Background: an optimization exercise with open tools, aiming at small area and a short achievable clock period. Do not read the settings as production practice.
RTL that was checked went through simulation tests only; none was proved equivalent to the original.
Function not checked in runs 4 and 5: the RTL went through the layout flow alone.
No activity file was given, so power comes from the tool's default toggle rates.

==> design.v <==
package FPU_pkg;
    parameter F_LENGHT=16;
    parameter F_SIGN=1;
    parameter F_MANT=7;
    parameter F_EXP= 8;
    parameter F_EXP_BIAS=(2 ** (F_EXP-1))-1;
    parameter EXP_MAX= (2**F_EXP)-1;
    parameter INF_E_F			=	15'b111111110000000;  
	parameter SNAN_E_F			=	15'b111111110111111;  
	parameter QNAN_E_F			=	15'b111111111000000;  
	parameter ZERO_E_F			=	15'b000000000000000;  
endpackage 
import FPU_pkg::*;
module lampFPU_FMA( clk,rst,
sign_op1_i,mant_op1_i,exp_op1_i,isZ_op1_i,isInf_op1_i, isSNAN_op1_i, isQNAN_op1_i,
sign_op2_i,mant_op2_i,exp_op2_i,isZ_op2_i,isInf_op2_i, isSNAN_op2_i, isQNAN_op2_i,
sign_op3_i,mant_op3_i,exp_op3_i,isInf_op3_i, isSNAN_op3_i, isQNAN_op3_i,
doFMU_i,is_mult_sub_i,is_add_sub_i,  
res_sign_o,res_mant_o, res_exp_o,
is_Overflow_o,is_Underflow_o,is_to_round_o,valid_o
);
input clk,rst;
input [F_SIGN-1:0]          sign_op1_i;
input [(F_MANT-1)+1:0]      mant_op1_i;  
input [(F_EXP-1)+1:0]       exp_op1_i;
input                       isZ_op1_i;
input						isInf_op1_i;
input						isSNAN_op1_i;
input						isQNAN_op1_i;
input [F_SIGN-1:0]          sign_op2_i;
input [(F_MANT-1)+1:0]      mant_op2_i;  
input [(F_EXP-1)+1:0]       exp_op2_i;
input                       isZ_op2_i;
input						isInf_op2_i;
input						isSNAN_op2_i;
input						isQNAN_op2_i;
input [F_SIGN-1:0]          sign_op3_i;
input [(F_MANT-1)+1:0]      mant_op3_i;  
input [(F_EXP+1)-1:0]       exp_op3_i;
input						isInf_op3_i;
input						isSNAN_op3_i;
input						isQNAN_op3_i;
input                       doFMU_i;
input                       is_mult_sub_i;
input                       is_add_sub_i;
output logic [F_SIGN-1:0]          res_sign_o;
output logic [5+(F_MANT-1):0]      res_mant_o;  
output logic [F_EXP-1:0]           res_exp_o;
output logic                       is_Overflow_o;
output logic                       is_Underflow_o;
output logic                       is_to_round_o;
output logic                       valid_o;
	function automatic logic[3:0] FUNC_calcInfNanRes (
				input isMultSub_i, input isOpSub_i,
				input isZero_op1_i, isInf_op1_i,  input isSNan_op1_i, input isQNan_op1_i,
				input isZero_op2_i, isInf_op2_i,  input isSNan_op2_i, input isQNan_op2_i,
				input sign_mult_i,input sign_op3_i,
				input isInf_op3_i, input isSNan_op3_i, input isQNan_op3_i
			);
		logic realMult_sign,realOp3_sign;
		logic isNan_op1;
		logic isNan_op2;
		logic isNan_op3;
		logic isValidRes, isInfRes, isNanRes, signRes;
		isNan_op1 = isSNan_op1_i || isQNan_op1_i;
		isNan_op2 = isSNan_op2_i || isQNan_op2_i;
		isNan_op3 = isSNan_op3_i || isQNan_op3_i;
		isNanRes = 0; isInfRes = 0; signRes = 0;
		realMult_sign   = sign_mult_i ^ isMultSub_i;
		realOp3_sign 	= sign_op3_i ^ isOpSub_i;
		isValidRes 		= (isZero_op1_i|| isZero_op2_i ||isInf_op1_i || isInf_op2_i ||isInf_op3_i|| isNan_op1 || isNan_op2||isNan_op3) ? 1 : 0;
		if (isNan_op1)
		begin  
			isInfRes = 0; isNanRes = 1; signRes = sign_mult_i;
		end
		else if (isNan_op2)
		begin
			isInfRes = 0; isNanRes = 1; signRes = sign_mult_i;
		end
		else if (isNan_op3)
		begin
			isInfRes = 0; isNanRes = 1; signRes = sign_op3_i;
		end
		else  
		begin
			case({isZero_op1_i,isZero_op2_i,isInf_op1_i,isInf_op2_i,realMult_sign,realOp3_sign,isInf_op3_i})
			     7'b00_00_00_0:begin isNanRes = 0; isInfRes = 0; signRes = 0;   end
			     7'b00_00_00_1:begin isNanRes = 0; isInfRes = 1; signRes = 0;   end
			     7'b00_00_01_0:begin isNanRes = 0; isInfRes = 0; signRes = 0;   end
			     7'b00_00_01_1:begin isNanRes = 0; isInfRes = 1; signRes = 1;   end
			     7'b00_00_10_0:begin isNanRes = 0; isInfRes = 0; signRes = 0;   end
			     7'b00_00_10_1:begin isNanRes = 0; isInfRes = 1; signRes = 1;   end
			     7'b00_00_11_0:begin isNanRes = 0; isInfRes = 0; signRes = 0;   end
			     7'b00_00_11_1:begin isNanRes = 0; isInfRes = 1; signRes = 0;   end
			     7'b00_01_00_0:begin isNanRes = 0; isInfRes = 1; signRes = 0;   end
			     7'b00_01_00_1:begin isNanRes = 0; isInfRes = 1; signRes = 0;   end
			     7'b00_01_01_0:begin isNanRes = 0; isInfRes = 1; signRes = 0;   end
			     7'b00_01_01_1:begin isNanRes = 1; isInfRes = 0; signRes = 1;   end
			     7'b00_01_10_0:begin isNanRes = 0; isInfRes = 1; signRes = 1;   end
			     7'b00_01_10_1:begin isNanRes = 1; isInfRes = 0; signRes = 1;   end
			     7'b00_01_11_0:begin isNanRes = 0; isInfRes = 1; signRes = 1;   end
			     7'b00_01_11_1:begin isNanRes = 0; isInfRes = 1; signRes = 1;   end
			     7'b00_10_00_0:begin isNanRes = 0; isInfRes = 1; signRes = 0;   end
			     7'b00_10_00_1:begin isNanRes = 0; isInfRes = 1; signRes = 0;   end
			     7'b00_10_01_0:begin isNanRes = 0; isInfRes = 1; signRes = 0;   end
			     7'b00_10_01_1:begin isNanRes = 1; isInfRes = 0; signRes = 1;   end
				 7'b00_10_10_0:begin isNanRes = 0; isInfRes = 1; signRes = 1;   end
			     7'b00_10_10_1:begin isNanRes = 1; isInfRes = 0; signRes = 1;   end
			     7'b00_10_11_0:begin isNanRes = 0; isInfRes = 1; signRes = 1;   end
			     7'b00_10_11_1:begin isNanRes = 0; isInfRes = 1; signRes = 1;   end
			     7'b00_11_00_0:begin isNanRes = 0; isInfRes = 1; signRes = 0;   end
			     7'b00_11_00_1:begin isNanRes = 0; isInfRes = 1; signRes = 0;   end
			     7'b00_11_01_0:begin isNanRes = 0; isInfRes = 1; signRes = 0;   end			     
			     7'b00_11_01_1:begin isNanRes = 1; isInfRes = 0; signRes = 1;   end
			     7'b00_11_10_0:begin isNanRes = 0; isInfRes = 1; signRes = 1;   end
			     7'b00_11_10_1:begin isNanRes = 1; isInfRes = 0; signRes = 1;   end
			     7'b00_11_11_0:begin isNanRes = 0; isInfRes = 1; signRes = 1;   end
			     7'b00_11_11_1:begin isNanRes = 0; isInfRes = 1; signRes = 1;   end
			     7'b01_00_00_0:begin isNanRes = 0; isInfRes = 0; signRes = 0;   end
			     7'b01_00_00_1:begin isNanRes = 0; isInfRes = 1; signRes = 0;   end
			     7'b01_00_01_0:begin isNanRes = 0; isInfRes = 0; signRes = 1;   end
			     7'b01_00_01_1:begin isNanRes = 0; isInfRes = 1; signRes = 1;   end
			     7'b01_00_10_0:begin isNanRes = 0; isInfRes = 0; signRes = 0;   end
			     7'b01_00_10_1:begin isNanRes = 0; isInfRes = 1; signRes = 0;   end
			     7'b01_00_11_0:begin isNanRes = 0; isInfRes = 0; signRes = 1;   end
			     7'b01_00_11_1:begin isNanRes = 0; isInfRes = 1; signRes = 1;   end
			     7'b01_01_00_0:begin isNanRes = 1; isInfRes = 0; signRes = 0;   end
			     7'b01_01_00_1:begin isNanRes = 1; isInfRes = 0; signRes = 0;   end
			     7'b01_01_01_0:begin isNanRes = 1; isInfRes = 0; signRes = 1;   end
			     7'b01_01_01_1:begin isNanRes = 0; isInfRes = 0; signRes = 1;   end
			     7'b01_01_10_0:begin isNanRes = 1; isInfRes = 0; signRes = 1;   end
			     7'b01_01_10_1:begin isNanRes = 1; isInfRes = 0; signRes = 0;   end
			     7'b01_01_11_1:begin isNanRes = 1; isInfRes = 0; signRes = 1;   end
			     7'b01_10_00_0:begin isNanRes = 1; isInfRes = 0; signRes = 0;   end
			     7'b01_10_00_1:begin isNanRes = 1; isInfRes = 0; signRes = 0;   end
			     7'b01_10_01_0:begin isNanRes = 1; isInfRes = 0; signRes = 1;   end
			     7'b01_10_01_1:begin isNanRes = 1; isInfRes = 0; signRes = 1;   end
			     7'b01_10_10_0:begin isNanRes = 1; isInfRes = 0; signRes = 1;   end
			     7'b01_10_10_1:begin isNanRes = 1; isInfRes = 0; signRes = 1;   end
			     7'b01_10_11_0:begin isNanRes = 1; isInfRes = 0; signRes = 1;   end
			     7'b01_10_11_1:begin isNanRes = 1; isInfRes = 0; signRes = 1;   end
			     7'b01_11_00_0:begin isNanRes = 1; isInfRes = 0; signRes = 0;   end
			     7'b01_11_00_1:begin isNanRes = 1; isInfRes = 0; signRes = 0;   end
			     7'b01_11_01_0:begin isNanRes = 1; isInfRes = 0; signRes = 1;   end
			     7'b01_11_01_1:begin isNanRes = 1; isInfRes = 0; signRes = 1;   end
			     7'b01_11_10_0:begin isNanRes = 1; isInfRes = 0; signRes = 1;   end
			     7'b01_11_10_1:begin isNanRes = 1; isInfRes = 0; signRes = 1;   end
			     7'b01_11_11_1:begin isNanRes = 1; isInfRes = 0; signRes = 1;   end
			     7'b10_00_00_0:begin isNanRes = 0; isInfRes = 0; signRes = 0;   end
			     7'b10_00_00_1:begin isNanRes = 0; isInfRes = 1; signRes = 0;   end
			     7'b10_00_01_0:begin isNanRes = 0; isInfRes = 0; signRes = 1;   end
			     7'b10_00_01_1:begin isNanRes = 0; isInfRes = 1; signRes = 1;   end
			     7'b10_00_10_0:begin isNanRes = 0; isInfRes = 0; signRes = 0;   end
			     7'b10_00_10_1:begin isNanRes = 0; isInfRes = 1; signRes = 0;   end
			     7'b10_00_11_0:begin isNanRes = 0; isInfRes = 0; signRes = 1;   end
			     7'b10_00_11_1:begin isNanRes = 0; isInfRes = 1; signRes = 1;   end
			     7'b10_01_00_0:begin isNanRes = 1; isInfRes = 0; signRes = 0;   end
			     7'b10_01_00_1:begin isNanRes = 1; isInfRes = 0; signRes = 0;   end
			     7'b10_01_01_0:begin isNanRes = 1; isInfRes = 0; signRes = 1;   end
			     7'b10_01_01_1:begin isNanRes = 1; isInfRes = 0; signRes = 1;   end
			     7'b10_01_10_0:begin isNanRes = 1; isInfRes = 0; signRes = 1;   end
			     7'b10_01_10_1:begin isNanRes = 1; isInfRes = 0; signRes = 1;   end
			     7'b10_01_11_0:begin isNanRes = 1; isInfRes = 0; signRes = 1;   end
			     7'b10_01_11_1:begin isNanRes = 1; isInfRes = 0; signRes = 1;   end
			     7'b10_10_00_0:begin isNanRes = 1; isInfRes = 0; signRes = 0;   end
			     7'b10_10_00_1:begin isNanRes = 1; isInfRes = 0; signRes = 0;   end
			     7'b10_10_01_0:begin isNanRes = 1; isInfRes = 0; signRes = 1;   end
			     7'b10_10_01_1:begin isNanRes = 1; isInfRes = 0; signRes = 1;   end
			     7'b10_10_10_0:begin isNanRes = 1; isInfRes = 0; signRes = 1;   end
			     7'b10_10_10_1:begin isNanRes = 1; isInfRes = 0; signRes = 1;   end
			     7'b10_10_11_0:begin isNanRes = 1; isInfRes = 0; signRes = 1;   end
			     7'b10_10_11_1:begin isNanRes = 1; isInfRes = 0; signRes = 1;   end
			     7'b10_11_00_0:begin isNanRes = 1; isInfRes = 0; signRes = 0;   end
			     7'b10_11_00_1:begin isNanRes = 1; isInfRes = 0; signRes = 0;   end
			     7'b10_11_01_0:begin isNanRes = 1; isInfRes = 0; signRes = 1;   end
			     7'b10_11_01_1:begin isNanRes = 1; isInfRes = 0; signRes = 1;   end
			     7'b10_11_10_0:begin isNanRes = 1; isInfRes = 0; signRes = 1;   end
			     7'b10_11_10_1:begin isNanRes = 1; isInfRes = 0; signRes = 1;   end
			     7'b10_11_11_0:begin isNanRes = 1; isInfRes = 0; signRes = 1;   end
			     7'b10_11_11_1:begin isNanRes = 1; isInfRes = 0; signRes = 1;   end
			     7'b11_00_00_0:begin isNanRes = 0; isInfRes = 0; signRes = 0;   end
			     7'b11_00_00_1:begin isNanRes = 0; isInfRes = 1; signRes = 0;   end
			     7'b11_00_01_0:begin isNanRes = 0; isInfRes = 0; signRes = 1;   end
			     7'b11_00_01_1:begin isNanRes = 0; isInfRes = 1; signRes = 1;   end
			     7'b11_00_10_0:begin isNanRes = 0; isInfRes = 0; signRes = 0;   end
			     7'b11_00_10_1:begin isNanRes = 0; isInfRes = 1; signRes = 0;   end
			     7'b11_00_11_0:begin isNanRes = 0; isInfRes = 0; signRes = 1;   end
			     7'b11_00_11_1:begin isNanRes = 0; isInfRes = 1; signRes = 1;   end
			     7'b11_01_00_0:begin isNanRes = 1; isInfRes = 0; signRes = 0;   end
			     7'b11_01_00_1:begin isNanRes = 1; isInfRes = 0; signRes = 0;   end
			     7'b11_01_01_0:begin isNanRes = 1; isInfRes = 0; signRes = 1;   end
			     7'b11_01_01_1:begin isNanRes = 1; isInfRes = 0; signRes = 1;   end
			     7'b11_01_10_0:begin isNanRes = 1; isInfRes = 0; signRes = 1;   end
			     7'b11_01_10_1:begin isNanRes = 1; isInfRes = 0; signRes = 1;   end
			     7'b11_01_11_0:begin isNanRes = 1; isInfRes = 0; signRes = 1;   end
			     7'b11_01_11_1:begin isNanRes = 1; isInfRes = 0; signRes = 1;   end
			     7'b11_10_00_0:begin isNanRes = 1; isInfRes = 0; signRes = 0;   end
			     7'b11_10_00_1:begin isNanRes = 1; isInfRes = 0; signRes = 0;   end
			     7'b11_10_01_0:begin isNanRes = 1; isInfRes = 0; signRes = 1;   end
			     7'b11_10_01_1:begin isNanRes = 1; isInfRes = 0; signRes = 1;   end
			     7'b11_10_10_0:begin isNanRes = 1; isInfRes = 0; signRes = 1;   end
			     7'b11_10_10_1:begin isNanRes = 1; isInfRes = 0; signRes = 1;   end
			     7'b11_10_11_1:begin isNanRes = 1; isInfRes = 0; signRes = 1;   end
			     7'b11_11_00_0:begin isNanRes = 1; isInfRes = 0; signRes = 0;   end
			     7'b11_11_00_1:begin isNanRes = 1; isInfRes = 0; signRes = 0;   end
			     7'b11_11_01_0:begin isNanRes = 1; isInfRes = 0; signRes = 1;   end
			     7'b11_11_01_1:begin isNanRes = 1; isInfRes = 0; signRes = 1;   end
			     7'b11_11_10_0:begin isNanRes = 1; isInfRes = 0; signRes = 1;   end
			     7'b11_11_10_1:begin isNanRes = 1; isInfRes = 0; signRes = 1;   end
			     7'b11_11_11_0:begin isNanRes = 1; isInfRes = 0; signRes = 1;   end
			     7'b11_11_11_1:begin isNanRes = 1; isInfRes = 0; signRes = 1;   end
			endcase
		end
		FUNC_calcInfNanRes = {isValidRes, isInfRes, isNanRes, signRes};
	endfunction    
logic [15:0] prod;
logic [8:0]  exp_prod;
logic [10:0] align;              
logic        op3_only;           
logic        mult_sign, do_sub;
logic [23:0] op3_al;
logic [8:0]  exp_pre;
logic [8:0]  exp9_prod, exp9_op3;
logic        chk_valid, chk_inf, chk_nan, chk_sign, chk_spec;
logic [15:0] prod_r;             
logic [23:0] op3_r;              
logic        sub_r;              
logic        exp_gt_r;           
logic        exp_eq_r;           
logic [8:0]  exp9_r;             
logic        sign_gt_r, sign_le_r;   
logic        force_ff_r, nan_r, ovf_r, noround_r, valid_r;
always_comb begin
    mult_sign = sign_op1_i ^ sign_op2_i;
    prod      = mant_op1_i * mant_op2_i;
    exp_prod  = exp_op1_i + exp_op2_i - 9'd127;
    align     = {2'b0, exp_prod} - {2'b0, exp_op3_i} + 11'd9;
    op3_only  = align[10];
    if (op3_only)
        op3_al = {9'b0, mant_op3_i, 7'b0};
    else if (align > 11'd23)
        op3_al = '0;
    else
        op3_al = {mant_op3_i, 16'b0} >> align[4:0];
    do_sub    = sign_op1_i ^ sign_op2_i ^ sign_op3_i ^ is_mult_sub_i ^ is_add_sub_i;
    exp_pre   = op3_only ? exp_op3_i : exp_prod;
    exp9_prod = {1'b0, exp_prod[7:0]} + 9'd9;
    exp9_op3  = {1'b0, exp_op3_i[7:0]} + 9'd9;
    {chk_valid, chk_inf, chk_nan, chk_sign} = FUNC_calcInfNanRes(
        is_mult_sub_i, is_add_sub_i,
        isZ_op1_i, isInf_op1_i, isSNAN_op1_i, isQNAN_op1_i,
        isZ_op2_i, isInf_op2_i, isSNAN_op2_i, isQNAN_op2_i,
        mult_sign, sign_op3_i,
        isInf_op3_i, isSNAN_op3_i, isQNAN_op3_i);
    chk_spec  = chk_inf | chk_nan;
end
always_ff @(posedge clk) begin
    if (rst) begin
        prod_r     <= '0;
        op3_r      <= '0;
        sub_r      <= 1'b0;
        exp_gt_r   <= 1'b0;
        exp_eq_r   <= 1'b0;
        exp9_r     <= '0;
        sign_gt_r  <= 1'b0;
        sign_le_r  <= 1'b0;
        force_ff_r <= 1'b0;
        nan_r      <= 1'b0;
        ovf_r      <= 1'b0;
        noround_r  <= 1'b0;
        valid_r    <= 1'b0;
    end else begin
        prod_r     <= op3_only ? 16'b0 : prod;
        op3_r      <= op3_al ^ {24{do_sub & ~op3_only}};
        sub_r      <= do_sub & ~op3_only;
        exp_gt_r   <= ~align[10] & (align > 11'd9);
        exp_eq_r   <= align == 11'd9;
        exp9_r     <= (op3_only ? exp9_op3 : exp9_prod) ^ 9'd9;
        sign_gt_r  <= chk_spec ? chk_sign : (mult_sign ^ is_mult_sub_i);
        sign_le_r  <= chk_spec ? chk_sign : (sign_op3_i ^ is_add_sub_i);
        force_ff_r <= chk_spec | exp_pre[8];
        nan_r      <= chk_nan & ~chk_inf;
        ovf_r      <= ~chk_spec & exp_pre[8];
        noround_r  <= chk_spec | chk_valid;
        valid_r    <= doFMU_i;
    end
end
logic        mult_gt;
logic [24:0] add_a, add_b, add_p, add_g, grp_g, grp_p, carry, sum;
logic [31:0] n0, n1, n2, n3, n4, n5;
logic [4:0]  lz;
logic        sum_zero;
logic [8:0]  exp9;
logic [7:0]  exp_z;
logic [9:0]  exp_adj;            
logic        unf;
logic [11:0] mant_n;
logic [7:0]  exp_n;
always_comb begin
    mult_gt = exp_gt_r | (exp_eq_r & (prod_r[14:7] > (op3_r[14:7] ^ {8{sub_r}})));
    add_a = {9'b0, prod_r};
    add_b = {sub_r, op3_r};
    add_p = add_a ^ add_b;
    add_g = add_a & add_b;
    grp_g = add_g;
    grp_p = add_p;
    for (int l = 0; l < 5; l++)
        for (int i = 0; i < 25; i++)
            if ((i >> l) & 1) begin
                grp_g[i] = grp_g[i] | (grp_p[i] & grp_g[((i >> l) << l) - 1]);
                grp_p[i] = grp_p[i] & grp_p[((i >> l) << l) - 1];
            end
    carry[0] = sub_r & mult_gt;
    for (int i = 1; i < 25; i++)
        carry[i] = grp_g[i-1] | (sub_r & mult_gt & grp_p[i-1]);
    sum = add_p ^ carry ^ {sub_r & mult_gt, {24{sub_r & ~mult_gt}}};
    n0 = {sum[23:0], 8'b0};
    lz[4] = ~|n0[31:16]; n1 = lz[4] ? {n0[15:0], 16'b0} : n0;
    lz[3] = ~|n1[31:24]; n2 = lz[3] ? {n1[23:0], 8'b0}  : n1;
    lz[2] = ~|n2[31:28]; n3 = lz[2] ? {n2[27:0], 4'b0}  : n2;
    lz[1] = ~|n3[31:30]; n4 = lz[1] ? {n3[29:0], 2'b0}  : n3;
    lz[0] = ~n4[31];     n5 = lz[0] ? {n4[30:0], 1'b0}  : n4;
    sum_zero = ~|sum[23:0];
    exp9     = exp9_r ^ 9'd9;
    exp_z    = exp9[7:0] - 8'd9;
    exp_adj  = {1'b0, exp9} - {5'b0, lz};
    unf      = ~sum_zero & exp_adj[9];
    mant_n   = {sum[24] & (lz == 5'd0), n5[31:22], |n5[21:17]};
    exp_n    = sum_zero ? exp_z : (unf ? 8'b0 : exp_adj[7:0]);
end
always_ff @(posedge clk) begin
    if (rst) begin
        res_sign_o     <= 1'b0;
        res_mant_o     <= '0;
        res_exp_o      <= '0;
        is_Overflow_o  <= 1'b0;
        is_Underflow_o <= 1'b0;
        is_to_round_o  <= 1'b0;
        valid_o        <= 1'b0;
    end else begin
        res_sign_o     <= mult_gt ? sign_gt_r : sign_le_r;
        res_mant_o     <= force_ff_r ? {nan_r, 11'b0} : mant_n;
        res_exp_o      <= force_ff_r ? 8'hff : exp_n;
        is_Overflow_o  <= ovf_r;
        is_Underflow_o <= ~force_ff_r & unf;
        is_to_round_o  <= ~noround_r;
        valid_o        <= valid_r;
    end
end
endmodule
==> flow/run.sh <==
#!/bin/bash
# Standard layout, except that the port buffers are buf_1 cells instead of
# the delay-cell buffers buffer_ports picks by default. Every port still gets a buffer.
set -euo pipefail
bash standard.sh BUFFER_PORTS_ARGS="-buffer_cell sky130_fd_sc_hd__buf_1" finish > standard_make.log 2>&1
==> standard.sh <==
#!/bin/bash
# synth_recipe.tcl (not shown) runs the flow's synth.tcl, then flattens the netlist and writes it again
# the make line also repeats each setting of config.mk as NAME=value (left out here)
make -C /OpenROAD-flow-scripts/flow DESIGN_CONFIG=/design/flow/config.mk WORK_HOME=/design/flow/orfs CLKGATE_MAP_FILE= SYNTH_SCRIPT=/design/flow/synth_recipe.tcl "${@:-finish}"
==> config.mk <==
export PLATFORM = sky130hd
export DESIGN_NAME = lampFPU_FMA
export DESIGN_NICKNAME = lampFPU_FMA
export VERILOG_FILES = /design/flow/design.v
export SDC_FILE = /design/flow/constraint.sdc
export NUM_CORES = 4
export LEC_CHECK = 0
export ABC_AREA = 1
export CAP_MARGIN = 20
export CORE_MARGIN = 2
export CORE_UTILIZATION = 40
export CTS_BUF_LIST = sky130_fd_sc_hd__clkbuf_8
export SETUP_SLACK_MARGIN = 3.7
export SLEW_MARGIN = 20
export TNS_END_PERCENT = 10
==> constraint.sdc <==
create_clock -name core_clock -period 10.0 [get_ports {clk}]
set_input_delay 2.0000 -clock core_clock [delete_from_list [all_inputs] [get_ports {clk}]]
set_output_delay 2.0000 -clock core_clock [all_outputs]
set_load 0.01 [all_outputs]
==> summary.txt, run 1 <==
Setup path
  – Slowest CP cell: fa_1
  – Worst reg2reg path depth: 43
  – CP arrival: between 6 and 7 ns
  – Crit start category: input port
  – Cell mode on critical path: inv_1
  – Max incr delay on CP: ~0.55 ns
  – CP endpoint kind: flop
  – CP max FO: 8
  – CP required: between 10 and 15 ns
  – Crit path kind: in -> reg

Synth
  – Adder-cell area share of the yosys netlist: 20.0%
  – Synth Cell Area: roughly 10000 um^2
  – Top-count cell post-synth: nand2_1
  – Post-synthesis mux area share: less than 1%
  – EDFF count, synth: 0
  – Commonest cells post-synth: nand2_1 (458), inv_1 (300), nor2_1 (136)
  – Mapped Nets: roughly 1800
  – Area leader, netlist: nand2_1
  – Syn Area/Cell: 6.19 um^2
  – Sequential share of the synthesized area: ~17%
  – Synth unique cells: approximately 50
  – Compound-gate portion of the synthesized area: a little under an eighth
  – Synth warn: 1
  – Post-synthesis simple-gate area fraction: around 33%
  – XOR/XNOR Fraction of Synth Area: under 10%
  – Largest family of logic cells by synthesized area: simple AND/OR/NAND/NOR gates
  – Mapped Cells: 1630
  – Synth top area share: between 10% and 20%
  – Async SR Flop Fraction: 0%
  – Synth top area cells: nand2_1 (17%), dfxtp_1 (17%), ha_1 (12%)
  – Post-synth top flop: dfxtp_1
  – Flop and latch count out of synthesis: 84

Floorplanning
  – Core box area: around 25000 um^2
  – Die H: ~160 um
  – Cell Rows: 58
  – Die W: approximately 160 um
  – Initial core utilization: between 40% and 50%
  – IO Count: 95
  – Die ar.: about 27000 um^2

CTS
  – TritonCTS Sinks: 84
  – CTS Buffer Depth: 2
  – CTS tree: done
  – CTS clock-pin slew for the worst setup and hold paths: about 0.090 ns
  – CTS Root Cell: clkbuf_8
  – Clock Latency Late Sink: 0.39 ns
  – H-tree depth: 3
  – Post-CTS Hold Buffers: 0
  – Total CTS buffers: 9

STA
  – Setup Viol. Count Final: 0
  – Relative max-transition margin: 44.2%
  – Clock Skew: around 0.0083 ns
  – Setup TNS Final: 0 ns
  – RSZ-0062 raised after global routing: true
  – Final Cycle Share: around three fifths
  – Final Max Tran Viols: 0
  – Final hold violations: 0
  – Transition time of the tightest slew-check pin: 0.835 ns
  – Final min period: roughly 6.0 ns
  – Fmax: between 0.15 and 0.2 GHz
  – Final WS setup: 4.04 ns

Placed design
  – Routability cong.: slightly below 0.9
  – Port Buf Inserts: 94
  – Setup Slack @ Placement: a little under 3 ns
  – Detailed placer's ending HPWL: slightly below 20000 um
  – Placed instance count: about 2000

Min path
  – Hold WC Path Type: reg -> reg
  – Worst Hold Depth: 1

Final layout
  – ANT cells: 0
  – # fillers: approximately 2700
  – Fin cells: around 2000
  – Register area: 1680 um^2
  – Ratio of cells with drive above 1 in the final layout: 7.68%
  – P&R area growth vs syn: 12.5%
  – Final #Nets: roughly 1900
  – Footprint of the multi-input gates: ~7200 um^2

Detailed routing
  – DRT antenna net count: 0
  – DR WL/cell: between 10 and 15 um
  – Via count: approximately 9900
  – Initial drt markers: 568
  – Final wirelength: 24500 um
  – Via/cell ratio: just under 5
  – Drt drc: 0
  – Pre-antenna DRT Iters: 5

Power and ir drop
  – Switching share of power: 54.6%
  – Net Sw Power: 1.68 mW
  – Seq pwr share: roughly 16%
  – P per Cell Area: between 200 and 300 nW/um^2
  – Clock power share: 9.1%
  – Share of total power in combinational logic: between 70% and 80%
  – Internal power: ~1.4 mW
  – Maximum VDD drop: 0.000162 V
  – Leakage power: 6.15 nW

GRT
  – Initial antenna violation count: 0
  – Total grt overflow: 0
  – Vias in the first global route: 8956
  – Pin count of the biggest net entering global routing: 34
  – First-pass GRT wire length: around 41000 um
  – Total GRT Usage: 18.8%

Status
  – Status: complete, no violations

Run
  – MaxCap Viol Count: 0
## kinds of logic (layout without fill, tap and decap cells)
group                      count (synthesis)  after routing
and+or+nand+nor                          774            777
xor gates and xnor gates                  58             58
adders and majority gates                137            137
buffers and inverters                    362            448
DFF                                       84             84
muxes                                      2              2
AOI/OAI and AO/OA                        213            213
## critical path, delay by kind of cell
kind                     cells  cell delay [ns]
AND/OR/NAND/NOR              8             0.54
adder cells (fa/ha/maj)      5             2.31
buffers and inverters        9             0.57
XOR/XNOR                     1             0.14
AO/OA/AOI/OAI                4             0.65
## registers in the layout, summed over array words and instances, names as in the netlist, 8 cells and up
name,flops
res_exp_o,8
exp9_r,9
res_mant_o,12
op3_r,24
prod_r,16
## layout by cell type (no fill, tap or decap), drive strengths merged, types with 40 or more instances in the layout
cell,n
inv,304
buf,112
nand3,93
a21oi,59
fa,40
ha,97
nand2,476
nor2,147
o21ai,116
dfxtp,84
## final timing paths
| path | slack (ns) | end | startpoint |
|---|---|---|---|
| max | 4.04 | prod_r[14] | mant_op1_i[1] |
| min | 0.39 | is_to_round_o | noround_r |
| max reg2reg | 4.09 | res_exp_o[7] | sub_r |
| min reg2reg | 0.39 | is_to_round_o | noround_r |
## power groups by stage
stage          clock, mW  sequential [mW]  combinational, mW
2_1_floorplan          0            0.483               1.72
3_3_place_gp           0            0.484               2.10
3_5_place_dp           0            0.485               2.12
4_1_cts            0.288            0.477               2.14
5_1_grt            0.302            0.488               2.67
6_report           0.281            0.478               2.32
## metrics by stage
step	utilization (%)	cell area (um^2)	power [mW]	hold slack [ns]
after global placement	42.7	10700	2.58	0.374
after CTS	43.8	10900	2.90	0.388
after detailed placement	42.7	10700	2.60	0.370
after global routing	45.5	11400	3.46	0.413
final	45.5	11400	3.08	0.389
after floorplan	-	10100	2.20	0.363
## layout make-up
type / count / area share [%]
repair inverters: 1 / 0.0661
well taps: 330 / 3.64
clock buffers: 10 / 1.21
repair buffers: 120 / 5.28
flip-flops and latches: 84 / 14.8
inverters: 311 / 10.5
clock inverters: 6 / 0.838
multi-input cells: 1187 / 63.7
## metal layers
metal	wire (um)	global-route usage [%]	vias to the layer above
met5	0	0	-
met4	370	5.15	0
met3	1100	2.60	29
met2	11200	30.8	188
met1	11900	25.9	4462
li1	-	-	5241
## timing repair
action                                  in CTS  in global routing
endpoints found under the setup margin      33                 38
gates cloned                                 2                  3
setup buffers                                2                 20
gates resized for setup                      7                 65
pin swaps                                    0                 12
==> inputs of run 2 (changes only) <==
--- a/config.mk
+++ b/config.mk
@@ -12,3 +12,5 @@
 export CTS_BUF_LIST = sky130_fd_sc_hd__clkbuf_8
-export SETUP_SLACK_MARGIN = 3.7
+export CTS_CLUSTER_DIAMETER = 150
+export CTS_CLUSTER_SIZE = 40
+export SETUP_SLACK_MARGIN = 4
 export SLEW_MARGIN = 20
==> run 2 against run 1 <==
Effect of this change:
- clock power is 15% lower
- setup slack better by 0.21 ns
- largest power group unchanged
- highest routed layer unchanged
- global-route usage hardly changed
- critical path type unchanged
- sequential share of layout area is 0.40 points lower
- critical endpoint is now prod_r[15]
- still clean
- via count is 0.79% higher
- critical path depth is 3 lower
- combinational power is 8.6% higher
- sequential cell count stayed put
- sequential power hardly changed
==> summary.txt, run 2 <==
STA
  – Final hold violations: 0 (unchanged)
  – Relative max-transition margin: 44.0% (-0.16 points)
  – Setup Viol. Count Final: 0 (unchanged)
  – Final WS setup: 4.25 ns (+0.210 ns)
  – Final Max Tran Viols: 0 (unchanged)
  – Setup TNS Final: 0 ns (unchanged)
  – Clock Skew: 0.00648 ns (-0.00184 ns)
  – Transition time of the tightest slew-check pin: 0.837 ns (+0.00238 ns)
  – RSZ-0062 raised after global routing: true
  – Final Cycle Share: 57.5% (-2.1 points)
  – Final min period: 5.75 ns (-0.210 ns)
  – Fmax: 0.174 GHz (+3.7%)

Synth
  – Area leader, netlist: nand2_1
  – Synth warn: 1 (unchanged)
  – EDFF count, synth: 0 (unchanged)
  – Mapped Nets: 1837 (unchanged)
  – Synth Cell Area: 10100 um^2 (unchanged)
  – Synth top area cells: nand2_1 (17%), dfxtp_1 (17%), ha_1 (12%)
  – Flop and latch count out of synthesis: 84 (unchanged)
  – Post-synth top flop: dfxtp_1
  – Commonest cells post-synth: nand2_1 (458), inv_1 (300), nor2_1 (136)
  – Syn Area/Cell: 6.19 um^2 (unchanged)
  – Mapped Cells: 1630 (unchanged)
  – Sequential share of the synthesized area: 16.7% (unchanged)
  – Synth top area share: 17.0% (unchanged)
  – Async SR Flop Fraction: 0% (unchanged)
  – Top-count cell post-synth: nand2_1
  – Synth unique cells: 49 (unchanged)

Detailed routing
  – Via count: 9998 (+0.79%)
  – DR WL/cell: 12.2 um (+1.8%)
  – DRT antenna net count: 0 (unchanged)
  – Initial drt markers: 529 (-6.9%)
  – Top layer in use: met4
  – Met2 WL: 11700 um (+4.4%)
  – Via/cell ratio: 4.84 (about the same)
  – Pre-antenna DRT Iters: 5 (unchanged)
  – Post-Route M1 WL: 12200 um (+2.7%)
  – Drt drc: 0 (unchanged)
  – Metal3 WL: 912 um (-17%)
  – Final wirelength: 25100 um (+2.5%)

Power and ir drop
  – P per Cell Area: 277 nW/um^2 (+2.0%)
  – Leakage power: 6.23 nW (+1.3%)
  – Maximum VDD drop: 0.000134 V (-18%)

Floorplanning
  – Die H: 163 um (unchanged)
  – IO Count: 95 (unchanged)
  – Initial core utilization: 40.4% (unchanged)
  – Die W: 163 um (unchanged)
  – Cell Rows: 58 (unchanged)
  – Die ar.: 26500 um^2 (unchanged)
  – Core box area: 25000 um^2 (unchanged)

Min path
  – Hold WC Path Type: reg -> reg
  – Worst Hold Depth: 1 (unchanged)

Status
  – Status: complete, no violations

GRT
  – Total GRT Usage: 18.8% (+0.033 points)
  – Vias in the first global route: 9133 (+2.0%)
  – Initial antenna violation count: 0 (unchanged)
  – Pin count of the biggest net entering global routing: 34 (unchanged)
  – First-pass GRT wire length: 41800 um (+1.2%)
  – Total grt overflow: 0 (unchanged)

Setup path
  – Slowest CP cell: fa_1
  – Cell mode on critical path: nand2_1
  – CP max FO: 8 (unchanged)
  – CP arrival: 6.01 ns (-0.20 ns)
  – Max incr delay on CP: 0.55 ns (about the same)
  – Worst reg2reg path depth: 41 (-4.7%)
  – CP Cell Sequence: buf_2 > nand2_1 > fa_1 > fa_1 > inv_1 > fa_1 > fa_1 > ha_1 > nand2_1 > inv_1 > o21ai_1 > nand2_1 > nand2_1 > inv_1 > nor2_1 > nor2_1 > nor2_2 > o21ai_1 > nand2_1 > inv_1 > o21ai_1 > nand2_1 > o21bai_1 > a21oi_1
  – Crit path kind: in -> reg
  – Crit start category: input port
  – CP endpoint kind: flop
  – CP required: 10.27 ns (+0.02 ns)

Final layout
  – Most flops, register: op3_r
  – Max FFs per register: 24 (unchanged)
  – Fin cells: 2064 (+0.73%)
  – Most common cell after layout, fill and taps aside: nand2_1
  – Commonest non-fill, non-tap cells in the layout: nand2_1 (429), inv_1 (295), nor2_1 (125)
  – ANT cells: 0 (unchanged)
  – # fillers: 2645 (-3.5%)
  – Largest registers: op3_r (24), prod_r (16), res_mant_o (12)
  – Ratio of cells with drive above 1 in the final layout: 11.9% (+4.2 points)
  – P&R area growth vs syn: 15.7%
  – Final #Nets: 1937 (+0.83%)
  – Design area: 11700 um^2 (+2.9%)

CTS
  – H-tree depth: 3 (unchanged)
  – Total CTS buffers: 9 (unchanged)
  – CTS clock-pin slew for the worst setup and hold paths: 0.08 ns (about the same)
  – TritonCTS Sinks: 84 (unchanged)
  – Post-CTS Hold Buffers: 0 (unchanged)
  – CTS Root Cell: clkbuf_8
  – Clock Latency Late Sink: 0.37 ns (-0.02 ns)
  – CTS Buffer Depth: 2 (unchanged)
  – CTS tree: done

Placed design
  – Detailed placer's ending HPWL: 19500 um (-0.71%)
  – Port Buf Inserts: 94 (unchanged)
  – Placed Instance Area: 10700 um^2 (about the same)
  – Placed instance count: 2006 (unchanged)
  – Routability cong.: 0.905 (+1.5%)
  – Setup Slack @ Placement: 2.81 ns (-0.0692 ns)

Run
  – MaxCap Viol Count: 0 (unchanged)
## run 2: cell count changes in the layout (fill, tap and decap cells not counted), sizes merged
cell	previous run	this run
nor2	147	148
clkbuf	18	16
nand2	476	477
bufinv	2	1
buf	112	127
inv	304	305
## run 2: power breakdown
part | switching [mW] | internal (mW) | leakage (nW)
Combinational | 1.58 | 0.934 | 5.44
Sequential | 0.0545 | 0.424 | 0.693
Clock | 0.124 | 0.114 | 0.0955
Total | 1.76 | 1.47 | 6.23
## run 2: what timing repair did
| action | CTS | global route |
|---|---|---|
| setup endpoints to repair | 43 | 59 |
| setup buffers | 12 | 24 |
| gates cloned | 4 | 3 |
| pin swaps | 7 | 41 |
| resized for setup | 24 | 130 |
| hold endpoints to repair | 0 | 0 |
## run 2: layout make-up
class | count | area [um^2] | share of cell area [%]
clock inverters | 6 | 65.1 | 0.557
flip-flops and latches | 84 | 1690 | 14.4
clock buffers | 9 | 124 | 1.06
inverters | 311 | 1190 | 10.2
multi-input cells | 1189 | 7480 | 64.0
repair inverters | 1 | 7.51 | 0.0643
repair buffers | 134 | 721 | 6.17
well taps | 330 | 413 | 3.53
## run 2: worst paths after layout
| kind | to | from | slack (ns) |
|---|---|---|---|
| worst min-delay path | is_to_round_o | noround_r | 0.40 |
| worst max register to register | res_exp_o[2] | sub_r | 4.29 |
| worst max-delay path | prod_r[15] | mant_op1_i[0] | 4.25 |
| worst min register to register | is_to_round_o | noround_r | 0.40 |
## run 2: critical path, delay by kind of cell
| family | cells | cell delay (ns) |
|---|---|---|
| and+or+nand+nor | 9 | 0.74 |
| buffers and inverters | 5 | 0.39 |
| AOI/OAI and AO/OA | 5 | 0.50 |
| adders and majority gates | 5 | 2.39 |
## run 2: metrics by stage
| stage | utilization, % | power, mW | hold slack [ns] |
|---|---|---|---|
| 2_1_floorplan | - | 2.20 | 0.363 |
| 4_1_cts | 44.3 | 2.94 | 0.399 |
| 5_1_grt | 46.8 | 3.62 | 0.414 |
| 6_report | 46.8 | 3.23 | 0.395 |
| 3_3_place_gp | 42.7 | 2.58 | 0.375 |
| 3_5_place_dp | 42.7 | 2.60 | 0.383 |
## run 2: layer usage
| layer | vias to the layer above | global-route usage (%) |
|---|---|---|
| li1 | 5264 | - |
| met1 | 4500 | 26.5 |
| met2 | 207 | 31.3 |
| met3 | 27 | 2.06 |
| met4 | 0 | 3.90 |
| met5 | - | 0 |
## run 2: logic make-up after synthesis
kind of cell               synth area share [%]
AOI/OAI and AO/OA                          11.5
xor gates and xnor gates                   5.03
adders and majority gates                  20.0
buffers and inverters                      13.9
DFF                                        16.7
muxes                                     0.198
and+or+nand+nor                            32.8
==> inputs of run 3 (changes only) <==
--- a/config.mk
+++ b/config.mk
@@ -8,3 +8,3 @@
 export ABC_AREA = 1
-export CAP_MARGIN = 20
+export CAP_MARGIN = 0
 export CORE_MARGIN = 2
@@ -12,6 +12,4 @@
 export CTS_BUF_LIST = sky130_fd_sc_hd__clkbuf_8
-export CTS_CLUSTER_DIAMETER = 150
-export CTS_CLUSTER_SIZE = 40
 export SETUP_SLACK_MARGIN = 4
-export SLEW_MARGIN = 20
+export SLEW_MARGIN = 0
 export TNS_END_PERCENT = 10
==> run 3 against run 2 <==
Effect of this change:
- sequential share of layout area stayed put
- non-clock buffer count stayed put
- global-route usage stayed put
- clock skew stayed put
- via count stayed put
- area after synthesis stayed put
- first-iteration DRC count stayed put
- cell area stayed put
- count of clock-buffer cells in the layout stayed put
- wire length stayed put
- sequential cell count stayed put
- combinational power hardly changed
- largest cell class unchanged
- largest power group unchanged
==> summary.txt, run 3 <==
Setup path
  – Slowest CP cell: fa_1
  – CP Cell Sequence: buf_2 > nand2_1 > fa_1 > fa_1 > inv_1 > fa_1 > fa_1 > ha_1 > nand2_1 > inv_1 > o21ai_1 > nand2_1 > nand2_1 > inv_1 > nor2_1 > nor2_1 > nor2_2 > o21ai_1 > nand2_1 > inv_1 > o21ai_1 > nand2_1 > o21bai_1 > a21oi_1
  – Worst reg2reg path depth: 41 (unchanged)
  – CP required: 10.27 ns (about the same)
  – CP arrival: 6.01 ns (about the same)
  – Crit start category: input port
  – Buf/Inv on CP: 5 (unchanged)
  – CP endpoint kind: flop
  – CP max FO: 8 (unchanged)
  – Largest delay share family, worst path: adder cells
  – CP Depth: 24 (unchanged)
  – First element of the critical path: mant_op1_i[0]
  – R2R Path End: res_exp_o[2]
  – Worst r2r src: sub_r
  – Flop-to-flop setup slack: 4.29 ns (about the same)
  – Crit path kind: in -> reg
  – Cell mode on critical path: nand2_1
  – Max incr delay on CP: 0.55 ns (about the same)

STA
  – Relative max-transition margin: 44.0% (unchanged)
  – Transition time of the tightest slew-check pin: 0.837 ns (unchanged)
  – Final Cycle Share: 57.5% (unchanged)
  – Clock Skew: 0.00648 ns (unchanged)
  – Setup TNS Final: 0 ns (unchanged)
  – Final min period: 5.75 ns (unchanged)
  – Final Max Tran Viols: 0 (unchanged)
  – RSZ-0062 raised after global routing: true
  – Fmax: 0.174 GHz (unchanged)
  – Hold Slack: 0.395 ns (unchanged)
  – Setup Viol. Count Final: 0 (unchanged)
  – Final hold violations: 0 (unchanged)

Final layout
  – Ratio of cells with drive above 1 in the final layout: 11.9% (unchanged)
  – ANT cells: 0 (unchanged)
  – Most flops, register: op3_r
  – Max FFs per register: 24 (unchanged)
  – # fillers: 2645 (unchanged)
  – Commonest non-fill, non-tap cells in the layout: nand2_1 (429), inv_1 (295), nor2_1 (125)
  – P&R area growth vs syn: 15.7% (unchanged)
  – Largest registers: op3_r (24), prod_r (16), res_mant_o (12)
  – Final #Nets: 1937 (unchanged)
  – Design area: 11700 um^2 (unchanged)
  – Most common cell after layout, fill and taps aside: nand2_1

Synth
  – Mapped Nets: 1837 (unchanged)
  – Synth top area share: 17.0% (unchanged)
  – Post-synth top flop: dfxtp_1
  – Synth Cell Area: 10100 um^2 (unchanged)
  – Commonest cells post-synth: nand2_1 (458), inv_1 (300), nor2_1 (136)
  – Synth warn: 1 (unchanged)
  – Top-count cell post-synth: nand2_1
  – Area leader, netlist: nand2_1
  – Mapped Cells: 1630 (unchanged)
  – Sequential share of the synthesized area: 16.7% (unchanged)
  – Flop and latch count out of synthesis: 84 (unchanged)
  – Synth unique cells: 49 (unchanged)
  – Synth top area cells: nand2_1 (17%), dfxtp_1 (17%), ha_1 (12%)
  – Async SR Flop Fraction: 0% (unchanged)
  – Syn Area/Cell: 6.19 um^2 (unchanged)
  – EDFF count, synth: 0 (unchanged)

Floorplanning
  – Die ar.: 26500 um^2 (unchanged)
  – Core box area: 25000 um^2 (unchanged)
  – Die W: 163 um (unchanged)
  – IO Count: 95 (unchanged)
  – Die H: 163 um (unchanged)
  – Cell Rows: 58 (unchanged)
  – Initial core utilization: 40.4% (unchanged)

Min path
  – Hold WC Path Type: reg -> reg
  – Worst Hold Depth: 1 (unchanged)
  – Hold Crit Endpoint: is_to_round_o
  – Hold Startpoint: noround_r

GRT
  – Total GRT Usage: 18.8% (unchanged)
  – Initial antenna violation count: 0 (unchanged)
  – First-pass GRT wire length: 41800 um (unchanged)
  – Total grt overflow: 0 (unchanged)
  – Pin count of the biggest net entering global routing: 34 (unchanged)
  – Vias in the first global route: 9133 (unchanged)

CTS
  – TritonCTS Sinks: 84 (unchanged)
  – Total CTS buffers: 9 (unchanged)
  – CTS clock-pin slew for the worst setup and hold paths: 0.08 ns (about the same)
  – H-tree depth: 3 (unchanged)
  – CTS Root Cell: clkbuf_8
  – CTS Buffer Depth: 2 (unchanged)
  – Clock Latency Late Sink: 0.37 ns (about the same)
  – CTS tree: done

Detailed routing
  – DRT antenna net count: 0 (unchanged)
  – Via/cell ratio: 4.84 (unchanged)
  – Pre-antenna DRT Iters: 5 (unchanged)
  – Initial drt markers: 529 (unchanged)
  – Final wirelength: 25100 um (unchanged)
  – DR WL/cell: 12.2 um (unchanged)
  – Drt drc: 0 (unchanged)
  – Via count: 9998 (unchanged)

Power and ir drop
  – Leakage power: 6.23 nW (unchanged)
  – P per Cell Area: 277 nW/um^2 (unchanged)
  – Maximum VDD drop: 0.000134 V (unchanged)

Placed design
  – Detailed placer's ending HPWL: 19500 um (unchanged)
  – Port Buf Inserts: 94 (unchanged)
  – Placed Instance Area: 10700 um^2 (unchanged)
  – Routability cong.: 0.905 (unchanged)

Run
  – MaxCap Viol Count: 0 (unchanged)

Status
  – Status: complete, no violations
## run 3: stage by stage
step	power, mW	cells	setup slack, ns	utilization (%)
after CTS	2.94	2037	3.93	44.3
after detailed placement	2.60	2006	2.81	42.7
after floorplan	2.20	1630	4.01	-
after global routing	3.62	2064	3.88	46.8
final	3.23	2064	4.25	46.8
after global placement	2.58	2006	3.01	42.7
## run 3: power by group
part           total (mW)  internal [mW]  switching [mW]
Clock               0.239          0.114           0.124
Combinational        2.52          0.934            1.58
Sequential          0.478          0.424          0.0545
## run 3: final cells by class
class                      count  area [um^2]  share of cell area [%]
multi-input combinational   1189         7480                    64.0
sequential                    84         1690                    14.4
inverter                     311         1190                    10.2
timing repair buffer         134          721                    6.17
tap                          330          413                    3.53
clock buffer                   9          124                    1.06
clock inverter                 6         65.1                   0.557
timing repair inverter         1         7.51                  0.0643
## run 3: worst max path at each step
| stage | end | slack, ns |
|---|---|---|
| finish | prod_r[15] | 4.25 |
| global route | res_exp_o[6] | 3.88 |
| CTS | exp9_r[6] | 3.93 |
| detailed placement | op3_r[10] | 2.81 |
| global placement | op3_r[10] | 3.01 |
| floorplan | prod_r[15] | 4.01 |
## run 3: routing by layer
| metal | share of wire (%) | track usage [%] |
|---|---|---|
| met1 | 49 | 26.5 |
| met2 | 46 | 31.3 |
| met3 | 3.6 | 2.06 |
| met4 | 1.4 | 3.90 |
| met5 | 0 | 0 |
## run 3: timing repair
| item | in CTS | in global routing |
|---|---|---|
| cloned | 4 | 3 |
| pin swaps | 7 | 41 |
| setup endpoints to repair | 43 | 59 |
| gates resized for setup | 24 | 130 |
| setup buffers | 12 | 24 |
| hold buffers | 0 | 0 |
| hold endpoints to repair | 0 | 0 |
## run 3: logic make-up (layout without fill, tap and decap cells)
| family | count (synthesis) | count (layout) | synth area share, % |
|---|---|---|---|
| AO/OA/AOI/OAI | 213 | 213 | 11.5 |
| AND/OR/NAND/NOR | 774 | 779 | 32.8 |
| flip-flops | 84 | 84 | 16.7 |
| buffers and inverters | 362 | 461 | 13.9 |
| XOR/XNOR | 58 | 58 | 5.03 |
| multiplexers | 2 | 2 | 0.198 |
| adder cells (fa/ha/maj) | 137 | 137 | 20.0 |
==> inputs of run 4 (changes only) <==
--- a/design.v
+++ b/design.v
@@ -295,2 +295,4 @@
 logic [9:0]  exp_adj;            
+logic [7:0]  exp_hi, exp_hi_m1;   
+logic [2:0]  exp_lo;             
 logic        unf;
@@ -325,3 +327,6 @@
     exp_z    = exp9[7:0] - 8'd9;
-    exp_adj  = {1'b0, exp9} - {5'b0, lz};
+    exp_hi    = {1'b0, exp9[8:2]} - {5'b0, lz[4:2]};
+    exp_hi_m1 = exp_hi - 8'd1;
+    exp_lo    = {1'b0, exp9[1:0]} - {1'b0, lz[1:0]};
+    exp_adj   = {exp_lo[2] ? exp_hi_m1 : exp_hi, exp_lo[1:0]};
     unf      = ~sum_zero & exp_adj[9];
--- a/config.mk
+++ b/config.mk
@@ -8,8 +8,6 @@
 export ABC_AREA = 1
-export CAP_MARGIN = 0
+export CAP_MARGIN = 20
 export CORE_MARGIN = 2
 export CORE_UTILIZATION = 40
-export CTS_BUF_LIST = sky130_fd_sc_hd__clkbuf_8
 export SETUP_SLACK_MARGIN = 4
-export SLEW_MARGIN = 0
-export TNS_END_PERCENT = 10
+export SLEW_MARGIN = 20
==> run 4 against run 3 <==
Effect of this change:
- worst hold slack worse by 0.0033 ns
- first-iteration DRC count is 12% higher
- area after synthesis is 0.61% lower
- wire length is 4.3% higher
- sequential power is 1% higher
==> summary.txt, run 4 <==
Final layout
  – Footprint of the multi-input gates: 7900 um^2 (+5.7%)
  – Max FFs per register: 24 (unchanged)
  – Largest registers: op3_r (24), prod_r (16), res_mant_o (12)
  – Layout Utilization: 51.3% (+4.5 points)
  – Design area: 12500 um^2 (+7.4%)
  – Register area: 1690 um^2 (unchanged)
  – P&R area growth vs syn: 25.1%
  – Most common cell after layout, fill and taps aside: nand2_1
  – Most flops, register: op3_r
  – Ratio of cells with drive above 1 in the final layout: 18.7% (+6.8 points)
  – # fillers: 2453 (-7.3%)
  – Final #Nets: 1955 (+0.93%)
  – Commonest non-fill, non-tap cells in the layout: nand2_1 (363), inv_1 (275), nor2_1 (120)
  – ANT cells: 0 (unchanged)

GRT
  – Vias in the first global route: 9523 (+4.3%)
  – First-pass GRT wire length: 43800 um (+4.7%)
  – Pin count of the biggest net entering global routing: 35 (+2.9%)
  – Total grt overflow: 0 (unchanged)
  – Initial antenna violation count: 0 (unchanged)
  – Total GRT Usage: 19.8% (+0.94 points)

Setup path
  – First element of the critical path: sub_r
  – CP endpoint kind: flop
  – Crit path kind: reg -> reg
  – CP required: 10.24 ns (-0.03 ns)
  – Flop-to-flop setup slack: 4.00 ns (-0.29 ns)
  – Cell mode on critical path: nand2_2
  – CP arrival: 6.24 ns (+0.23 ns)
  – Crit path to: res_exp_o[6]
  – CP max FO: 7 (-1)
  – Worst reg2reg path depth: 47 (+15%)
  – Slowest CP cell: dfxtp_4
  – Crit start category: flop
  – R2R Path End: res_exp_o[6]
  – Worst r2r src: sub_r
  – Max incr delay on CP: 0.37 ns (-0.18 ns)

STA
  – Clock Skew: 0.00556 ns (-0.000922 ns)
  – Fmax: 0.167 GHz (-4.2%)
  – Setup TNS Final: 0 ns (unchanged)
  – Relative max-transition margin: 46.9% (+2.8 points)
  – RSZ-0062 raised after global routing: true
  – Final Max Tran Viols: 0 (unchanged)
  – Setup Viol. Count Final: 0 (unchanged)
  – Final WS setup: 4.00 ns (-0.251 ns)
  – Final min period: 6.00 ns (+0.251 ns)
  – Final Cycle Share: 60.0% (+2.5 points)
  – Transition time of the tightest slew-check pin: 0.794 ns (-0.0435 ns)
  – Final hold violations: 0 (unchanged)

Placed design
  – Port Buf Inserts: 94 (unchanged)
  – Detailed placer's ending HPWL: 19600 um (+0.61%)
  – Placed Instance Area: 10600 um^2 (-0.65%)
  – Routability cong.: 0.900 (-0.55%)
  – Setup Slack @ Placement: 2.30 ns (-0.511 ns)

CTS
  – CTS clock-pin slew for the worst setup and hold paths: 0.06 ns (-0.02 ns)
  – CTS Buffer Depth: 2 (unchanged)
  – TritonCTS Sinks: 84 (unchanged)
  – Post-CTS Hold Buffers: 0 (unchanged)
  – Clock Latency Late Sink: 0.35 ns (-0.02 ns)
  – CTS Root Cell: clkbuf_16
  – H-tree depth: 3 (unchanged)
  – CTS tree: done
  – Total CTS buffers: 9 (unchanged)

Synth
  – Top-count cell post-synth: nand2_1
  – Syn Area/Cell: 6.25 um^2 (+1.0%)
  – Synth warn: 1 (unchanged)
  – Flop and latch count out of synthesis: 84 (unchanged)
  – Synth top area cells: dfxtp_1 (17%), nand2_1 (16%), ha_1 (12%)
  – Synth top area share: 16.8% (-0.27 points)
  – Mapped Nets: 1812 (-1.4%)
  – Async SR Flop Fraction: 0% (unchanged)
  – Mapped Cells: 1604 (-1.6%)
  – Synth Cell Area: 10000 um^2 (-0.61%)
  – Synth unique cells: 53 (+8.2%)
  – Commonest cells post-synth: nand2_1 (431), inv_1 (290), nor2_1 (136)
  – EDFF count, synth: 0 (unchanged)
  – Area leader, netlist: dfxtp_1
  – Sequential share of the synthesized area: 16.8% (+0.10 points)
  – Post-synth top flop: dfxtp_1

Status
  – Status: complete, no violations

Power and ir drop
  – Internal power: 1.81 mW (+23%)
  – Leakage power: 6.47 nW (+3.8%)
  – P per Cell Area: 305 nW/um^2 (+10%)
  – Net Sw Power: 2.01 mW (+14%)
  – Clock power share: 8.5% (+1.1 points)
  – Seq pwr share: 12.7% (-2.1 points)
  – Share of total power in combinational logic: 78.8% (+1.0 points)
  – Switching share of power: 52.6% (-1.9 points)
  – Maximum VDD drop: 0.000170 V (+27%)

Min path
  – Hold WC Path Type: reg -> reg
  – Hold Startpoint: noround_r

Floorplanning
  – Initial core utilization: 41.0% (+0.58 points)
  – Cell Rows: 57 (-1.7%)
  – Core box area: 24500 um^2 (-2.0%)
  – IO Count: 95 (unchanged)
  – Die W: 162 um (-0.30%)
  – Die ar.: 26400 um^2 (-0.59%)
  – Die H: 162 um (-0.30%)

Detailed routing
  – DR WL/cell: 12.6 um (+3.8%)
  – Via/cell ratio: 4.90 (+1.1%)
  – Pre-antenna DRT Iters: 6 (+1)
  – Final wirelength: 26200 um (+4.3%)
  – DRT antenna net count: 0 (unchanged)
  – Via count: 10200 (+1.6%)
  – Initial drt markers: 592 (+12%)
  – Drt drc: 0 (unchanged)

Run
  – MaxCap Viol Count: 0 (unchanged)
-- run 4: logic make-up after synthesis --
logic type / Yosys count / synth area share, %
multiplexers: 1 / 0.0998
XOR/XNOR: 55 / 4.80
flip-flops: 84 / 16.8
adder cells (fa/ha/maj): 138 / 20.3
AND/OR/NAND/NOR: 746 / 31.5
AO/OA/AOI/OAI: 227 / 12.8
buffers and inverters: 353 / 13.7
-- run 4: repair_timing --
| item | 4_1_cts | 5_1_grt |
|---|---|---|
| resized for setup | 95 | 190 |
| setup endpoints to repair | 52 | 44 |
| pin swaps | 33 | 86 |
| buffers inserted | 40 | 38 |
| cloned | 7 | 3 |
-- run 4: cell type report --
| cell class | count | share of cell area (%) |
|---|---|---|
| clock buffers | 11 | 1.85 |
| clock inverters | 4 | 0.409 |
| inverters | 300 | 9.27 |
| multi-input cells | 1175 | 63.0 |
| flip-flops and latches | 84 | 13.4 |
| well taps | 324 | 3.23 |
| repair buffers | 177 | 8.81 |
-- run 4: worst min path at each step --
stage	slack [ns]	endpoint	cells past startpoint
2_1_floorplan	0.36	is_to_round_o	1
3_3_place_gp	0.37	is_to_round_o	1
3_5_place_dp	0.38	is_to_round_o	1
6_report	0.39	is_to_round_o	1
4_1_cts	0.39	is_to_round_o	1
5_1_grt	0.42	is_to_round_o	1
-- run 4: worst max-delay path: cells and delay by family (launching register included) --
family	cells	cell delay, ns
XOR/XNOR	2	0.33
AND/OR/NAND/NOR	28	3.04
AO/OA/AOI/OAI	6	0.73
flip-flops	1	0.37
adder cells (fa/ha/maj)	3	0.80
buffers and inverters	8	0.63
-- run 4: per-stage QoR --
stage / std cells / hold WS, ns / total power [mW]
6_report: 2075 / 0.392 / 3.82
5_1_grt: 2075 / 0.417 / 4.22
4_1_cts: 2034 / 0.391 / 3.38
3_5_place_dp: 1972 / 0.382 / 2.72
3_3_place_gp: 1972 / 0.369 / 2.72
2_1_floorplan: 1604 / 0.363 / 2.32
-- run 4: layer usage --
| layer | up-vias | global-route usage, % | routed length, um |
|---|---|---|---|
| met1 | 4627 | 27.1 | 12800 |
| li1 | 5326 | - | - |
| met2 | 167 | 33.3 | 12200 |
| met4 | 0 | 4.95 | 486 |
| met3 | 42 | 2.14 | 742 |
| met5 | - | 0 | 0 |
-- run 4: power groups by stage --
stage	Combinational (mW)	Clock (mW)	Sequential, mW
detailed placement	2.23	0	0.488
floorplan	1.84	0	0.481
CTS	2.56	0.334	0.482
global route	3.38	0.345	0.494
global placement	2.23	0	0.489
finish	3.01	0.325	0.485
==> inputs of run 5 (changes only) <==
--- a/config.mk
+++ b/config.mk
@@ -11,3 +11,5 @@
 export CORE_UTILIZATION = 40
+export CTS_BUF_LIST = sky130_fd_sc_hd__clkbuf_8
 export SETUP_SLACK_MARGIN = 4
 export SLEW_MARGIN = 20
+export TNS_END_PERCENT = 10
==> run 5 against run 4 <==
Effect of this change:
- still clean
- non-clock buffer count decreased by 10
- sequential cell count unchanged
- die area unchanged
- global-route usage decreased by 0.090 points
- cell area decreased by 3.8%
- first-iteration DRC count decreased by 8.6%
- clock power decreased by 16%
- power decreased by 2.6%
- critical endpoint is now res_exp_o[2]
==> summary.txt, run 5 <==
Status
  – Status: complete, no violations

Final layout
  – # fillers: 2460 (+0.29%)
  – Final #Nets: 1945 (-0.51%)
  – Max FFs per register: 24 (unchanged)
  – Largest registers: op3_r (24), prod_r (16), res_mant_o (12)
  – Layout Utilization: 49.3% (-2.0 points)
  – Ratio of cells with drive above 1 in the final layout: 15.2% (-3.5 points)
  – Commonest non-fill, non-tap cells in the layout: nand2_1 (379), inv_1 (285), nor2_1 (123)
  – Register area: 1690 um^2 (unchanged)
  – Footprint of the multi-input gates: 7570 um^2 (-4.2%)
  – P&R area growth vs syn: 20.3%
  – ANT cells: 0 (unchanged)
  – Most common cell after layout, fill and taps aside: nand2_1
  – Most flops, register: op3_r

STA
  – Final min period: 6.01 ns (+0.0132 ns)
  – Relative max-transition margin: 51.2% (+4.3 points)
  – Final hold violations: 0 (unchanged)
  – Setup Viol. Count Final: 0 (unchanged)
  – RSZ-0062 raised after global routing: true
  – Transition time of the tightest slew-check pin: 0.729 ns (-0.0648 ns)
  – Hold Slack: 0.377 ns (-0.0149 ns)
  – Final Cycle Share: 60.1% (+0.13 points)
  – Clock Skew: 0.0132 ns (+0.00760 ns)
  – Setup TNS Final: 0 ns (unchanged)
  – Final Max Tran Viols: 0 (unchanged)
  – Fmax: 0.166 GHz (-0.22%)

Synth
  – Area leader, netlist: dfxtp_1
  – Mapped Nets: 1812 (unchanged)
  – Synth warn: 1 (unchanged)
  – Synth top area cells: dfxtp_1 (17%), nand2_1 (16%), ha_1 (12%)
  – Commonest cells post-synth: nand2_1 (431), inv_1 (290), nor2_1 (136)
  – Post-synth top flop: dfxtp_1
  – Mapped Cells: 1604 (unchanged)
  – Synth unique cells: 53 (unchanged)
  – Top-count cell post-synth: nand2_1
  – EDFF count, synth: 0 (unchanged)
  – Synth top area share: 16.8% (unchanged)
  – Flop and latch count out of synthesis: 84 (unchanged)
  – Synth Cell Area: 10000 um^2 (unchanged)
  – Async SR Flop Fraction: 0% (unchanged)
  – Sequential share of the synthesized area: 16.8% (unchanged)
  – Syn Area/Cell: 6.25 um^2 (unchanged)

Min path
  – Hold WC Path Type: reg -> reg

Detailed routing
  – Via/cell ratio: 4.88 (-0.41%)
  – Initial drt markers: 541 (-8.6%)
  – Final wirelength: 26100 um (-0.49%)
  – Pre-antenna DRT Iters: 7 (+1)
  – Via count: 10100 (-0.85%)
  – DRT antenna net count: 0 (unchanged)
  – Drt drc: 0 (unchanged)
  – DR WL/cell: 12.6 um (about the same)

Power and ir drop
  – P per Cell Area: 308 nW/um^2 (+1.3%)
  – Leakage power: 6.31 nW (-2.4%)
  – Maximum VDD drop: 0.000161 V (-5.6%)

Floorplanning
  – Initial core utilization: 41.0% (unchanged)
  – IO Count: 95 (unchanged)
  – Die ar.: 26400 um^2 (unchanged)
  – Die H: 162 um (unchanged)
  – Die W: 162 um (unchanged)
  – Cell Rows: 57 (unchanged)
  – Core box area: 24500 um^2 (unchanged)

Setup path
  – CP max FO: 7 (unchanged)
  – CP endpoint kind: flop
  – Crit path kind: reg -> reg
  – Slowest CP cell: dfxtp_4
  – CP arrival: 6.28 ns (+0.04 ns)
  – CP required: 10.27 ns (+0.03 ns)
  – Max incr delay on CP: 0.38 ns (about the same)
  – Crit start category: flop
  – Cell mode on critical path: nand2_2

Placed design
  – Routability cong.: 0.897 (-0.42%)
  – Port Buf Inserts: 94 (unchanged)
  – Detailed placer's ending HPWL: 19800 um (+0.80%)

CTS
  – CTS Buffer Depth: 2 (unchanged)
  – H-tree depth: 3 (unchanged)
  – CTS clock-pin slew for the worst setup and hold paths: 0.08 ns (+0.02 ns)
  – TritonCTS Sinks: 84 (unchanged)
  – Clock Latency Late Sink: 0.37 ns (+0.02 ns)
  – CTS tree: done
  – CTS Root Cell: clkbuf_8
  – Total CTS buffers: 9 (unchanged)

GRT
  – First-pass GRT wire length: 43600 um (-0.49%)
  – Initial antenna violation count: 0 (unchanged)
  – Pin count of the biggest net entering global routing: 35 (unchanged)
  – Vias in the first global route: 9387 (-1.4%)
  – Total grt overflow: 0 (unchanged)
  – Total GRT Usage: 19.7% (-0.090 points)

Run
  – MaxCap Viol Count: 0 (unchanged)
run 5: cell counts after synthesis:
No cell type changed its count.
run 5: final timing paths:
check                  from            end  slack (ns)  depth (start not counted)
setup / recovery      sub_r   res_exp_o[2]        3.99                         46
hold / removal    noround_r  is_to_round_o        0.38                          1
setup reg to reg      sub_r   res_exp_o[2]        3.99                         46
hold reg to reg   noround_r  is_to_round_o        0.38                          1
run 5: cell type report:
class,instances,area share (%)
multi-input combinational,1174,62.7
sequential,84,14.0
inverter,300,9.62
timing repair buffer,167,8.41
tap,324,3.36
clock buffer,10,1.14
clock inverter,6,0.716
timing repair inverter,1,0.0519
run 5: worst max-delay path, delay by kind of cell (launching register included):
kind            cells  cell delay (ns)
compound gates      7             0.95
xor+xnor            1             0.12
fa+ha+maj           3             0.77
buf+inv             9             0.92
flops               1             0.38
simple gates       26             2.76
run 5: cells by family after synthesis:
logic type | count (synthesis) | share of synthesized area, %
compound gates | 227 | 12.8
xor+xnor | 55 | 4.80
fa+ha+maj | 138 | 20.3
buf+inv | 353 | 13.7
flops | 84 | 16.8
mux | 1 | 0.0998
simple gates | 746 | 31.5
run 5: routing by layer:
layer  up-vias  share of wire [%]  GRT usage [%]
li1       5309                  -              -
met1      4546                 48           27.0
met2       186                 47           33.2
met3        35                3.5           2.11
met4         0                1.7           5.11
met5         -                  0              0
run 5: per-stage QoR:
step | instance area [um^2] | setup WS [ns] | instances | total power, mW
after detailed placement | 10600 | 2.16 | 1972 | 2.74
after floorplan | 10100 | 3.98 | 1604 | 2.31
after global routing | 12100 | 3.61 | 2066 | 4.14
after global placement | 10600 | 2.24 | 1972 | 2.72
after CTS | 11500 | 3.90 | 2034 | 3.36
final | 12100 | 3.99 | 2066 | 3.72
run 5: report_power, final:
part / total, mW / switching (mW) / internal (mW)
registers: 0.486 / 0.0634 / 0.423
logic: 2.96 / 1.78 / 1.19
clock network: 0.273 / 0.125 / 0.148
run 5: repair_timing:
| item | 4_1_cts | 5_1_grt |
|---|---|---|
| gates cloned | 7 | 3 |
| hold endpoints to repair | 0 | 0 |
| pin swaps | 28 | 63 |
| gates resized for setup | 78 | 96 |
| hold buffers | 0 | 0 |
| endpoints found under the setup margin | 49 | 46 |
| buffers inserted | 39 | 29 |

what the ideal ports hide:
No port has a modelled driver above. Below, the same layouts with a new extraction and two added sets of constraints. Step 1, drivers: a clkbuf_16 drives clk and a buf_2 each remaining input, both assumed. Step 2 moves the port delays by t, midway between the first and last clock arrival at a register: inputs arrive t later, outputs are due t later. That takes back most of the time a late clock gives input paths. Slacks: ideal / step 1 / step 2; pairs: ideal / step 1.
| run | t (ns) | setup slack, ns | worst setup path at the end | slew at the worst register clock pin (ns) | cell pins on the clock port's net |
|---|---|---|---|---|---|
| run 1 | 0.421 | 4.042 / 4.061 / 3.639 | input to register | 0.09 / 0.09 | 1 |
| run 2 | 0.405 | 4.252 / 4.269 / 3.863 | input to register | 0.08 / 0.08 | 1 |
| run 3 | 0.405 | 4.252 / 4.269 / 3.863 | input to register | 0.08 / 0.08 | 1 |
| run 4 | 0.387 | 4.001 / 4.001 / 3.850 | input to register | 0.06 / 0.06 | 1 |
| run 5 | 0.406 | 3.988 / 3.988 / 3.675 | input to register | 0.09 / 0.09 | 1 |
After both steps setup and hold are still met in every run listed. For run 1, which loses most, drivers alone change the setup slack by +0.019 ns; drivers and shift together by -0.403 ns.
